Source: an optimization exercise on an open RTL-to-GDS flow (aim: small area and a short achievable clock period). Production flows keep margins and buffers that such runs may drop. Where RTL was checked, it was by simulation tests only, not by an equivalence proof against the original. No activity file was given, so power comes from the tool's default toggle rates.

==> build 28 <==
## sigmoid
module sigmoid(
	input wire clk,
	input wire reset,
	input wire enable,
	input wire [17:0] x1,
	output reg [15:0] fixed_op
	);
export LEC_CHECK = 0
export ABC_AREA = 1
export CAP_MARGIN = 20
export CORE_MARGIN = 2
export CORE_UTILIZATION = 60
export CTS_BUF_LIST = sky130_fd_sc_hd__clkbuf_4
export SLEW_MARGIN = 20
export SYNTH_HIERARCHICAL = 1
create_clock -name core_clock -period 14.0 [get_ports {clk}]
standard.sh (not shown) runs the stock make flow with config.mk's settings and CLKGATE_MAP_FILE= SYNTH_SCRIPT=/design/flow/synth_recipe.tcl, a recipe that flattens the netlist after the stock synthesis.
==> flow/flow/run.sh <==
#!/bin/bash
# The standard layout, with plain buffers (buf_1) on the ports instead of the
# default delay-cell buffers.  The make output goes to standard.log; ORFS keeps
# each step's log under orfs/logs/.
set -euo pipefail
bash standard.sh BUFFER_PORTS_ARGS="-buffer_cell sky130_fd_sc_hd__buf_1" finish > standard.log 2>&1
==> trial 51 (differences from build 28) <==
--- a/flow/design.v
+++ b/flow/design.v
@@ -45,52 +45,53 @@
 	wire p0_19 = (r0 & n[8]) | (r1 & n[9]) | (r2 & n[11]) | (r3 & n[14]);
 	wire p0_20 = (r0 & n[9]) | (r1 & n[10]) | (r2 & n[12]) | (r3 & neg);
 	wire p0_21 = (r0 & n[10]) | (r1 & n[11]) | (r2 & n[13]) | r3;
 	wire p0_22 = (r0 & n[11]) | (r1 & n[12]) | r3;
 	wire p0_23 = (r0 & n[12]) | (r1 & n[13]) | (r2 & ~neg) | r3;
 	wire p0_24 = (r0 & neg) | (r1 & n[14]) | (r2 & ~neg) | r3;
 	wire p0_25 = (r0 & ~neg) | r1 | (r2 & ~neg) | r3;
-	wire p1_4 = (r0 & neg) | (r1 & n[0]) | (r2 & n[0]);
-	wire p1_5 = (r1 & n[1]) | (r2 & n[1]) | (r3 & neg);
-	wire p1_6 = (r1 & n[2]) | (r2 & n[2]);
-	wire p1_7 = (r1 & n[3]) | (r2 & n[3]);
-	wire p1_8 = (r1 & n[4]) | (r2 & n[4]);
-	wire p1_9 = (r1 & n[5]) | (r2 & n[5]);
-	wire p1_10 = (r1 & n[6]) | (r2 & n[6]);
-	wire p1_11 = (r1 & n[7]) | (r2 & n[7]);
-	wire p1_12 = (r1 & n[8]) | (r2 & n[8]);
-	wire p1_13 = (r0 & neg) | (r1 & n[9]) | (r2 & n[9]) | (r3 & ~neg);
-	wire p1_14 = (r1 & n[10]) | (r2 & n[10]);
-	wire p1_15 = (r1 & n[11]) | (r2 & n[11]) | r3;
-	wire p1_16 = (r1 & n[12]) | (r2 & n[12]) | (r3 & ~neg);
-	wire p1_17 = (r1 & n[13]) | (r2 & n[13]) | (r3 & neg);
-	wire p1_18 = (r1 & n[14]) | (r2 & ~neg) | r3;
+	wire p1_3 = (r0 & neg) | r2 | (r3 & n[0]);
+	wire p1_4 = (r0 & neg) | (r1 & n[0]) | (r3 & n[1]);
+	wire p1_5 = (r1 & n[1]) | (r2 & n[0]) | (r3 & n[2]);
+	wire p1_6 = (r1 & n[2]) | (r2 & n[1]) | (r3 & n[3]);
+	wire p1_7 = (r1 & n[3]) | (r2 & n[2]) | (r3 & n[4]);
+	wire p1_8 = (r1 & n[4]) | (r2 & n[3]) | (r3 & n[5]);
+	wire p1_9 = (r1 & n[5]) | (r2 & n[4]) | (r3 & n[6]);
+	wire p1_10 = (r1 & n[6]) | (r2 & n[5]) | (r3 & n[7]);
+	wire p1_11 = (r1 & n[7]) | (r2 & n[6]) | (r3 & n[8]);
+	wire p1_12 = (r1 & n[8]) | (r2 & n[7]) | (r3 & n[9]);
+	wire p1_13 = (r0 & neg) | (r1 & n[9]) | (r2 & n[8]) | (r3 & n[10]);
+	wire p1_14 = (r1 & n[10]) | (r2 & n[9]) | (r3 & n[11]);
+	wire p1_15 = (r1 & n[11]) | (r2 & n[10]) | (r3 & n[12]);
+	wire p1_16 = (r1 & n[12]) | (r2 & n[11]) | (r3 & n[13]);
+	wire p1_17 = (r1 & n[13]) | (r2 & n[12]) | (r3 & n[14]);
+	wire p1_18 = (r1 & n[14]) | (r2 & n[13]) | r3;
 	wire p1_19 = r3;
 	wire p1_20 = (r1 & neg) | (r2 & neg);
 	wire p1_21 = (r1 & ~neg) | (r2 & ~neg);
 	wire p1_22 = (r1 & ~neg);
 	wire p1_23 = (r1 & neg);
 	wire p1_24 = (r1 & neg);
 	wire p2_2 = (r0 & neg) | (r1 & n[0]);
-	wire p2_3 = (r0 & neg) | (r1 & n[1]) | (r2 & n[0]) | (r3 & n[0]);
-	wire p2_4 = (r1 & n[2]) | (r2 & n[1]) | (r3 & n[1]);
-	wire p2_5 = (r1 & n[3]) | (r2 & n[2]) | (r3 & n[2]);
-	wire p2_6 = (r1 & n[4]) | (r2 & n[3]) | (r3 & n[3]);
-	wire p2_7 = (r1 & n[5]) | (r2 & n[4]) | (r3 & n[4]);
-	wire p2_8 = (r1 & n[6]) | (r2 & n[5]) | (r3 & n[5]);
-	wire p2_9 = (r1 & n[7]) | (r2 & n[6]) | (r3 & n[6]);
-	wire p2_10 = (r1 & n[8]) | (r2 & n[7]) | (r3 & n[7]);
-	wire p2_11 = (r1 & n[9]) | (r2 & n[8]) | (r3 & n[8]);
-	wire p2_12 = (r1 & n[10]) | (r2 & n[9]) | (r3 & n[9]);
-	wire p2_13 = (r1 & n[11]) | (r2 & n[10]) | (r3 & n[10]);
-	wire p2_14 = (r1 & n[12]) | (r2 & n[11]) | (r3 & n[11]);
-	wire p2_15 = (r1 & n[13]) | (r2 & n[12]) | (r3 & n[12]);
-	wire p2_16 = (r1 & n[14]) | (r2 & n[13]) | (r3 & n[13]);
-	wire p2_17 = r2 | (r3 & n[14]);
-	wire p2_18 = (r1 & ~neg);
+	wire p2_3 = (r1 & n[1]) | (r2 & ni[0]);
+	wire p2_4 = (r1 & n[2]) | (r2 & ni[1]);
+	wire p2_5 = (r1 & n[3]) | (r2 & ni[2]) | (r3 & neg);
+	wire p2_6 = (r1 & n[4]) | (r2 & ni[3]);
+	wire p2_7 = (r1 & n[5]) | (r2 & ni[4]);
+	wire p2_8 = (r1 & n[6]) | (r2 & ni[5]);
+	wire p2_9 = (r1 & n[7]) | (r2 & ni[6]);
+	wire p2_10 = (r1 & n[8]) | (r2 & ni[7]);
+	wire p2_11 = (r1 & n[9]) | (r2 & ni[8]);
+	wire p2_12 = (r1 & n[10]) | (r2 & ni[9]);
+	wire p2_13 = (r1 & n[11]) | (r2 & ni[10]) | (r3 & ~neg);
+	wire p2_14 = (r1 & n[12]) | (r2 & ni[11]);
+	wire p2_15 = (r1 & n[13]) | (r2 & ni[12]) | r3;
+	wire p2_16 = (r1 & n[14]) | (r2 & ni[13]) | (r3 & ~neg);
+	wire p2_17 = (r3 & neg);
+	wire p2_18 = (r1 & ~neg) | (r2 & ~neg);
 	wire p3_0 = (r0 & neg) | (r1 & n[0]) | (r2 & ni[0]);
 	wire p3_1 = (r0 & neg) | (r1 & n[1]) | (r2 & ni[1]);
 	wire p3_2 = (r1 & n[2]) | (r2 & ni[2]);
 	wire p3_3 = (r1 & n[3]) | (r2 & ni[3]);
 	wire p3_4 = (r1 & n[4]) | (r2 & ni[4]);
 	wire p3_5 = (r1 & n[5]) | (r2 & ni[5]);
 	wire p3_6 = (r1 & n[6]) | (r2 & ni[6]);
@@ -155,15 +156,15 @@
 	wire s22, c22;
 	sigmoid_fa fa22 (.a(p0_17), .b(p1_17), .c(p2_17), .s(s22), .co(c22));
 	wire s23, c23;
 	sigmoid_ha ha23 (.a(p0_18), .b(p1_18), .s(s23), .co(c23));
 	wire s24, c24;
 	sigmoid_ha ha24 (.a(p0_2), .b(p2_2), .s(s24), .co(c24));
 	wire s25, c25;
-	sigmoid_ha ha25 (.a(p2_3), .b(p3_3), .s(s25), .co(c25));
+	sigmoid_fa fa25 (.a(p1_3), .b(p2_3), .c(p3_3), .s(s25), .co(c25));
 	wire s26, c26;
 	sigmoid_fa fa26 (.a(p2_4), .b(p3_4), .c(s9), .s(s26), .co(c26));
 	wire s27, c27;
 	sigmoid_fa fa27 (.a(p3_5), .b(c9), .c(s10), .s(s27), .co(c27));
 	wire s28, c28;
 	sigmoid_fa fa28 (.a(p3_6), .b(c10), .c(s11), .s(s28), .co(c28));
 	wire s29, c29;
@@ -201,15 +202,14 @@
 	wire s45, c45;
 	sigmoid_ha ha45 (.a(p0_23), .b(p1_23), .s(s45), .co(c45));
 	wire s46, c46;
 	sigmoid_ha ha46 (.a(p0_24), .b(p1_24), .s(s46), .co(c46));
 	wire [25:0] ra = {p0_25, c45, c44, c43, c42, c41, c40, c39, c38, c37, c36, c35, c34, c33, c32, c31, c30, c29, c28, c27, c26, c25, c24, p3_2, p0_1, p0_0};
 	wire [25:0] rb = {c46, s46, s45, s44, s43, s42, s41, s40, s39, s38, s37, s36, s35, s34, s33, s32, s31, s30, s29, s28, s27, s26, s25, s24, p3_1, p3_0};
 	wire [25:0] pg = ra ^ rb;
-	wire [25:0] tg = ra | rb;
 	wire [25:0] gg = ra & rb;
 	wire G1_0 = gg[1] | (pg[1] & gg[0]);
 	wire G3_2 = gg[3] | (pg[3] & gg[2]);
 	wire P3_2 = pg[3] & pg[2];
 	wire G5_4 = gg[5] | (pg[5] & gg[4]);
 	wire P5_4 = pg[5] & pg[4];
 	wire G7_6 = gg[7] | (pg[7] & gg[6]);
@@ -228,78 +228,52 @@
 	wire P19_18 = pg[19] & pg[18];
 	wire G21_20 = gg[21] | (pg[21] & gg[20]);
 	wire P21_20 = pg[21] & pg[20];
 	wire G23_22 = gg[23] | (pg[23] & gg[22]);
 	wire P23_22 = pg[23] & pg[22];
 	wire G25_24 = gg[25] | (pg[25] & gg[24]);
 	wire P25_24 = pg[25] & pg[24];
-	wire G2_0 = gg[2] | (pg[2] & G1_0);
 	wire G3_0 = G3_2 | (P3_2 & G1_0);
-	wire G6_4 = gg[6] | (pg[6] & G5_4);
-	wire P6_4 = pg[6] & P5_4;
 	wire G7_4 = G7_6 | (P7_6 & G5_4);
 	wire P7_4 = P7_6 & P5_4;
-	wire G10_8 = gg[10] | (pg[10] & G9_8);
-	wire P10_8 = pg[10] & P9_8;
 	wire G11_8 = G11_10 | (P11_10 & G9_8);
 	wire P11_8 = P11_10 & P9_8;
-	wire G14_12 = gg[14] | (pg[14] & G13_12);
-	wire P14_12 = pg[14] & P13_12;
 	wire G15_12 = G15_14 | (P15_14 & G13_12);
 	wire P15_12 = P15_14 & P13_12;
-	wire G18_16 = gg[18] | (pg[18] & G17_16);
-	wire P18_16 = pg[18] & P17_16;
 	wire G19_16 = G19_18 | (P19_18 & G17_16);
 	wire P19_16 = P19_18 & P17_16;
-	wire G22_20 = gg[22] | (pg[22] & G21_20);
-	wire P22_20 = pg[22] & P21_20;
 	wire G23_20 = G23_22 | (P23_22 & G21_20);
 	wire P23_20 = P23_22 & P21_20;
-	wire G4_0 = gg[4] | (pg[4] & G3_0);
-	wire G5_0 = G5_4 | (P5_4 & G3_0);
-	wire G6_0 = G6_4 | (P6_4 & G3_0);
 	wire G7_0 = G7_4 | (P7_4 & G3_0);
-	wire G12_8 = gg[12] | (pg[12] & G11_8);
-	wire P12_8 = pg[12] & P11_8;
-	wire G13_8 = G13_12 | (P13_12 & G11_8);
-	wire P13_8 = P13_12 & P11_8;
-	wire G14_8 = G14_12 | (P14_12 & G11_8);
-	wire P14_8 = P14_12 & P11_8;
 	wire G15_8 = G15_12 | (P15_12 & G11_8);
 	wire P15_8 = P15_12 & P11_8;
-	wire G20_16 = gg[20] | (pg[20] & G19_16);
-	wire P20_16 = pg[20] & P19_16;
-	wire G21_16 = G21_20 | (P21_20 & G19_16);
-	wire P21_16 = P21_20 & P19_16;
-	wire G22_16 = G22_20 | (P22_20 & G19_16);
-	wire P22_16 = P22_20 & P19_16;
 	wire G23_16 = G23_20 | (P23_20 & G19_16);
 	wire P23_16 = P23_20 & P19_16;
+	wire G15_0 = G15_8 | (P15_8 & G7_0);
+	wire G23_0 = G23_16 | (P23_16 & G15_0);
+	wire G11_0 = G11_8 | (P11_8 & G7_0);
+	wire G19_0 = G19_16 | (P19_16 & G15_0);
+	wire G5_0 = G5_4 | (P5_4 & G3_0);
+	wire G9_0 = G9_8 | (P9_8 & G7_0);
+	wire G13_0 = G13_12 | (P13_12 & G11_0);
+	wire G17_0 = G17_16 | (P17_16 & G15_0);
+	wire G21_0 = G21_20 | (P21_20 & G19_0);
+	wire G25_0 = G25_24 | (P25_24 & G23_0);
+	wire G2_0 = gg[2] | (pg[2] & G1_0);
+	wire G4_0 = gg[4] | (pg[4] & G3_0);
+	wire G6_0 = gg[6] | (pg[6] & G5_0);
 	wire G8_0 = gg[8] | (pg[8] & G7_0);
-	wire G9_0 = G9_8 | (P9_8 & G7_0);
-	wire G10_0 = G10_8 | (P10_8 & G7_0);
-	wire G11_0 = G11_8 | (P11_8 & G7_0);
-	wire G12_0 = G12_8 | (P12_8 & G7_0);
-	wire G13_0 = G13_8 | (P13_8 & G7_0);
-	wire G14_0 = G14_8 | (P14_8 & G7_0);
-	wire G15_0 = G15_8 | (P15_8 & G7_0);
-	wire G24_16 = gg[24] | (pg[24] & G23_16);
-	wire P24_16 = pg[24] & P23_16;
-	wire G25_16 = G25_24 | (P25_24 & G23_16);
-	wire P25_16 = P25_24 & P23_16;
+	wire G10_0 = gg[10] | (pg[10] & G9_0);
+	wire G12_0 = gg[12] | (pg[12] & G11_0);
+	wire G14_0 = gg[14] | (pg[14] & G13_0);
 	wire G16_0 = gg[16] | (pg[16] & G15_0);
-	wire G17_0 = G17_16 | (P17_16 & G15_0);
-	wire G18_0 = G18_16 | (P18_16 & G15_0);
-	wire G19_0 = G19_16 | (P19_16 & G15_0);
-	wire G20_0 = G20_16 | (P20_16 & G15_0);
-	wire G21_0 = G21_16 | (P21_16 & G15_0);
-	wire G22_0 = G22_16 | (P22_16 & G15_0);
-	wire G23_0 = G23_16 | (P23_16 & G15_0);
-	wire G24_0 = G24_16 | (P24_16 & G15_0);
-	wire G25_0 = G25_16 | (P25_16 & G15_0);
+	wire G18_0 = gg[18] | (pg[18] & G17_0);
+	wire G20_0 = gg[20] | (pg[20] & G19_0);
+	wire G22_0 = gg[22] | (pg[22] & G21_0);
+	wire G24_0 = gg[24] | (pg[24] & G23_0);
 	wire G0_0 = gg[0];
 	wire [25:0] g = pg ^ {G24_0, G23_0, G22_0, G21_0, G20_0, G19_0, G18_0, G17_0, G16_0, G15_0, G14_0, G13_0, G12_0, G11_0, G10_0, G9_0, G8_0, G7_0, G6_0, G5_0, G4_0, G3_0, G2_0, G1_0, G0_0, 1'b0};
 	wire [15:0] fixed_op_next = sat ? {2'b00, ~neg, 13'd0} : {3'b000, g[25:13]};
 	always @(posedge clk, posedge reset) begin
 		if (reset)
 			fixed_op <= 567;
 		else if (enable)
==> flow/flow/run.sh (replaced) <==
#!/bin/bash
set -euo pipefail
bash standard.sh BUFFER_PORTS_ARGS="-buffer_cell sky130_fd_sc_hd__buf_1" ADDER_MAP_FILE= finish > standard.log 2>&1
==> flow/config.mk (replaced) <==
export PLATFORM = sky130hd
export DESIGN_NAME = sigmoid
export DESIGN_NICKNAME = sigmoid
export VERILOG_FILES = /design/flow/design.v
export SDC_FILE = /design/flow/constraint.sdc
export NUM_CORES = 4
export LEC_CHECK = 0
export ABC_AREA = 1
export CAP_MARGIN = 20
export CORE_MARGIN = 2
export CORE_UTILIZATION = 40
export SLEW_MARGIN = 20
==> build 62 (differences from build 28) <==
--- a/flow/design.v
+++ b/flow/design.v
@@ -228,78 +228,52 @@
 	wire P19_18 = pg[19] & pg[18];
 	wire G21_20 = gg[21] | (pg[21] & gg[20]);
 	wire P21_20 = pg[21] & pg[20];
 	wire G23_22 = gg[23] | (pg[23] & gg[22]);
 	wire P23_22 = pg[23] & pg[22];
 	wire G25_24 = gg[25] | (pg[25] & gg[24]);
 	wire P25_24 = pg[25] & pg[24];
-	wire G2_0 = gg[2] | (pg[2] & G1_0);
 	wire G3_0 = G3_2 | (P3_2 & G1_0);
-	wire G6_4 = gg[6] | (pg[6] & G5_4);
-	wire P6_4 = pg[6] & P5_4;
 	wire G7_4 = G7_6 | (P7_6 & G5_4);
 	wire P7_4 = P7_6 & P5_4;
-	wire G10_8 = gg[10] | (pg[10] & G9_8);
-	wire P10_8 = pg[10] & P9_8;
 	wire G11_8 = G11_10 | (P11_10 & G9_8);
 	wire P11_8 = P11_10 & P9_8;
-	wire G14_12 = gg[14] | (pg[14] & G13_12);
-	wire P14_12 = pg[14] & P13_12;
 	wire G15_12 = G15_14 | (P15_14 & G13_12);
 	wire P15_12 = P15_14 & P13_12;
-	wire G18_16 = gg[18] | (pg[18] & G17_16);
-	wire P18_16 = pg[18] & P17_16;
 	wire G19_16 = G19_18 | (P19_18 & G17_16);
 	wire P19_16 = P19_18 & P17_16;
-	wire G22_20 = gg[22] | (pg[22] & G21_20);
-	wire P22_20 = pg[22] & P21_20;
 	wire G23_20 = G23_22 | (P23_22 & G21_20);
 	wire P23_20 = P23_22 & P21_20;
-	wire G4_0 = gg[4] | (pg[4] & G3_0);
-	wire G5_0 = G5_4 | (P5_4 & G3_0);
-	wire G6_0 = G6_4 | (P6_4 & G3_0);
 	wire G7_0 = G7_4 | (P7_4 & G3_0);
-	wire G12_8 = gg[12] | (pg[12] & G11_8);
-	wire P12_8 = pg[12] & P11_8;
-	wire G13_8 = G13_12 | (P13_12 & G11_8);
-	wire P13_8 = P13_12 & P11_8;
-	wire G14_8 = G14_12 | (P14_12 & G11_8);
-	wire P14_8 = P14_12 & P11_8;
 	wire G15_8 = G15_12 | (P15_12 & G11_8);
 	wire P15_8 = P15_12 & P11_8;
-	wire G20_16 = gg[20] | (pg[20] & G19_16);
-	wire P20_16 = pg[20] & P19_16;
-	wire G21_16 = G21_20 | (P21_20 & G19_16);
-	wire P21_16 = P21_20 & P19_16;
-	wire G22_16 = G22_20 | (P22_20 & G19_16);
-	wire P22_16 = P22_20 & P19_16;
 	wire G23_16 = G23_20 | (P23_20 & G19_16);
 	wire P23_16 = P23_20 & P19_16;
+	wire G15_0 = G15_8 | (P15_8 & G7_0);
+	wire G23_0 = G23_16 | (P23_16 & G15_0);
+	wire G11_0 = G11_8 | (P11_8 & G7_0);
+	wire G19_0 = G19_16 | (P19_16 & G15_0);
+	wire G5_0 = G5_4 | (P5_4 & G3_0);
+	wire G9_0 = G9_8 | (P9_8 & G7_0);
+	wire G13_0 = G13_12 | (P13_12 & G11_0);
+	wire G17_0 = G17_16 | (P17_16 & G15_0);
+	wire G21_0 = G21_20 | (P21_20 & G19_0);
+	wire G25_0 = G25_24 | (P25_24 & G23_0);
+	wire G2_0 = gg[2] | (pg[2] & G1_0);
+	wire G4_0 = gg[4] | (pg[4] & G3_0);
+	wire G6_0 = gg[6] | (pg[6] & G5_0);
 	wire G8_0 = gg[8] | (pg[8] & G7_0);
-	wire G9_0 = G9_8 | (P9_8 & G7_0);
-	wire G10_0 = G10_8 | (P10_8 & G7_0);
-	wire G11_0 = G11_8 | (P11_8 & G7_0);
-	wire G12_0 = G12_8 | (P12_8 & G7_0);
-	wire G13_0 = G13_8 | (P13_8 & G7_0);
-	wire G14_0 = G14_8 | (P14_8 & G7_0);
-	wire G15_0 = G15_8 | (P15_8 & G7_0);
-	wire G24_16 = gg[24] | (pg[24] & G23_16);
-	wire P24_16 = pg[24] & P23_16;
-	wire G25_16 = G25_24 | (P25_24 & G23_16);
-	wire P25_16 = P25_24 & P23_16;
+	wire G10_0 = gg[10] | (pg[10] & G9_0);
+	wire G12_0 = gg[12] | (pg[12] & G11_0);
+	wire G14_0 = gg[14] | (pg[14] & G13_0);
 	wire G16_0 = gg[16] | (pg[16] & G15_0);
-	wire G17_0 = G17_16 | (P17_16 & G15_0);
-	wire G18_0 = G18_16 | (P18_16 & G15_0);
-	wire G19_0 = G19_16 | (P19_16 & G15_0);
-	wire G20_0 = G20_16 | (P20_16 & G15_0);
-	wire G21_0 = G21_16 | (P21_16 & G15_0);
-	wire G22_0 = G22_16 | (P22_16 & G15_0);
-	wire G23_0 = G23_16 | (P23_16 & G15_0);
-	wire G24_0 = G24_16 | (P24_16 & G15_0);
-	wire G25_0 = G25_16 | (P25_16 & G15_0);
+	wire G18_0 = gg[18] | (pg[18] & G17_0);
+	wire G20_0 = gg[20] | (pg[20] & G19_0);
+	wire G22_0 = gg[22] | (pg[22] & G21_0);
+	wire G24_0 = gg[24] | (pg[24] & G23_0);
 	wire G0_0 = gg[0];
 	wire [25:0] g = pg ^ {G24_0, G23_0, G22_0, G21_0, G20_0, G19_0, G18_0, G17_0, G16_0, G15_0, G14_0, G13_0, G12_0, G11_0, G10_0, G9_0, G8_0, G7_0, G6_0, G5_0, G4_0, G3_0, G2_0, G1_0, G0_0, 1'b0};
 	wire [15:0] fixed_op_next = sat ? {2'b00, ~neg, 13'd0} : {3'b000, g[25:13]};
 	always @(posedge clk, posedge reset) begin
 		if (reset)
 			fixed_op <= 567;
 		else if (enable)
==> flow/config.mk (replaced) <==
export PLATFORM = sky130hd
export DESIGN_NAME = sigmoid
export DESIGN_NICKNAME = sigmoid
export VERILOG_FILES = /design/flow/design.v
export SDC_FILE = /design/flow/constraint.sdc
export NUM_CORES = 4
export LEC_CHECK = 0
export ABC_AREA = 1
export CAP_MARGIN = 20
export CORE_MARGIN = 2
export CORE_UTILIZATION = 80
export CTS_BUF_LIST = sky130_fd_sc_hd__clkbuf_4
export SLEW_MARGIN = 20
export SYNTH_HIERARCHICAL = 1
==> comparison table <==
| item | build 62 | trial 51 | build 28 |
|---|---|---|---|
| Run status | no timing/DRC/antenna violations | no timing/DRC/antenna violations | no timing/DRC/antenna violations |
| Overall power consumption | 356 uW | 348 uW | 342 uW |
| Source of the worst hold timing path | fixed_op[0] | fixed_op[9] | fixed_op[5] |
| Fin util | 0.864 | 0.432 | 0.654 |
| Destination of the worst register-to-register timing path | fixed_op[4] | fixed_op[2] | fixed_op[4] |
| Metal2 WL | 4520 um | 5500 um | 3920 um |
| Final Worst Setup Slack | 6.42 ns | 7.22 ns | 6.25 ns |
| Detailed placement HPWL | 7670 um | 10100 um | 7400 um |
| Fraction of standard cell area in multi-input logic | 0.791 | 0.740 | 0.783 |
| Global placer's final weighted congestion | 1.06 | 0.938 | 1.04 |
| Met3 WL | 971 um | 486 um | 713 um |
| Worst-case register-to-register setup slack | 13.17 ns | 13.25 ns | 13.26 ns |
| Root Driver | sky130_fd_sc_hd__clkbuf_4 | sky130_fd_sc_hd__clkbuf_8 | sky130_fd_sc_hd__clkbuf_4 |
| Metal-1 WL | 3430 um | 5770 um | 4070 um |
| Post-place setup slack | 6.13 ns | 7.02 ns | 5.91 ns |
| Fraction of area in registers | 0.104 | 0.0768 | 0.101 |
| Overall die height | 68.0 um | 109 um | 78.7 um |
| Switching power total | 186 uW | 189 uW | 176 uW |
| Row count | 23 | 38 | 27 |
The RTL of build 28 was laid out without a check of its function.

[afterwards: timing with drivers on the ports]
The results above use ideal ports. As a check the final layouts listed here were re-extracted and re-timed, cells and wires unchanged.
Step 1, drivers: a clkbuf_16 drives clk and a buf_2 each remaining input, both assumed.
Step 2 moves the port delays by t, midway between the first and last clock arrival at a register: inputs arrive t later, outputs are due t later. That takes back most of the time a late clock gives input paths.
Three values: ideal ports, drivers, drivers and shift; two values: the first two.
run | t (ns) | setup slack, ns | hold WS [ns] | worst setup path after step 2
build 28 | 0.306 | 6.250 / 6.250 / 5.943 | 0.470 / 0.470 / 0.470 | input to register
trial 51 | 0.262 | 7.224 / 7.230 / 6.968 | 0.469 / 0.469 / 0.469 | input to register
build 62 | 0.319 | 6.422 / 6.423 / 6.104 | 0.481 / 0.481 / 0.481 | input to register
After both steps every run listed still meets setup and hold. The setup slack of build 62, which loses most, moves by +0.001 ns with the drivers and by -0.318 ns with both steps.
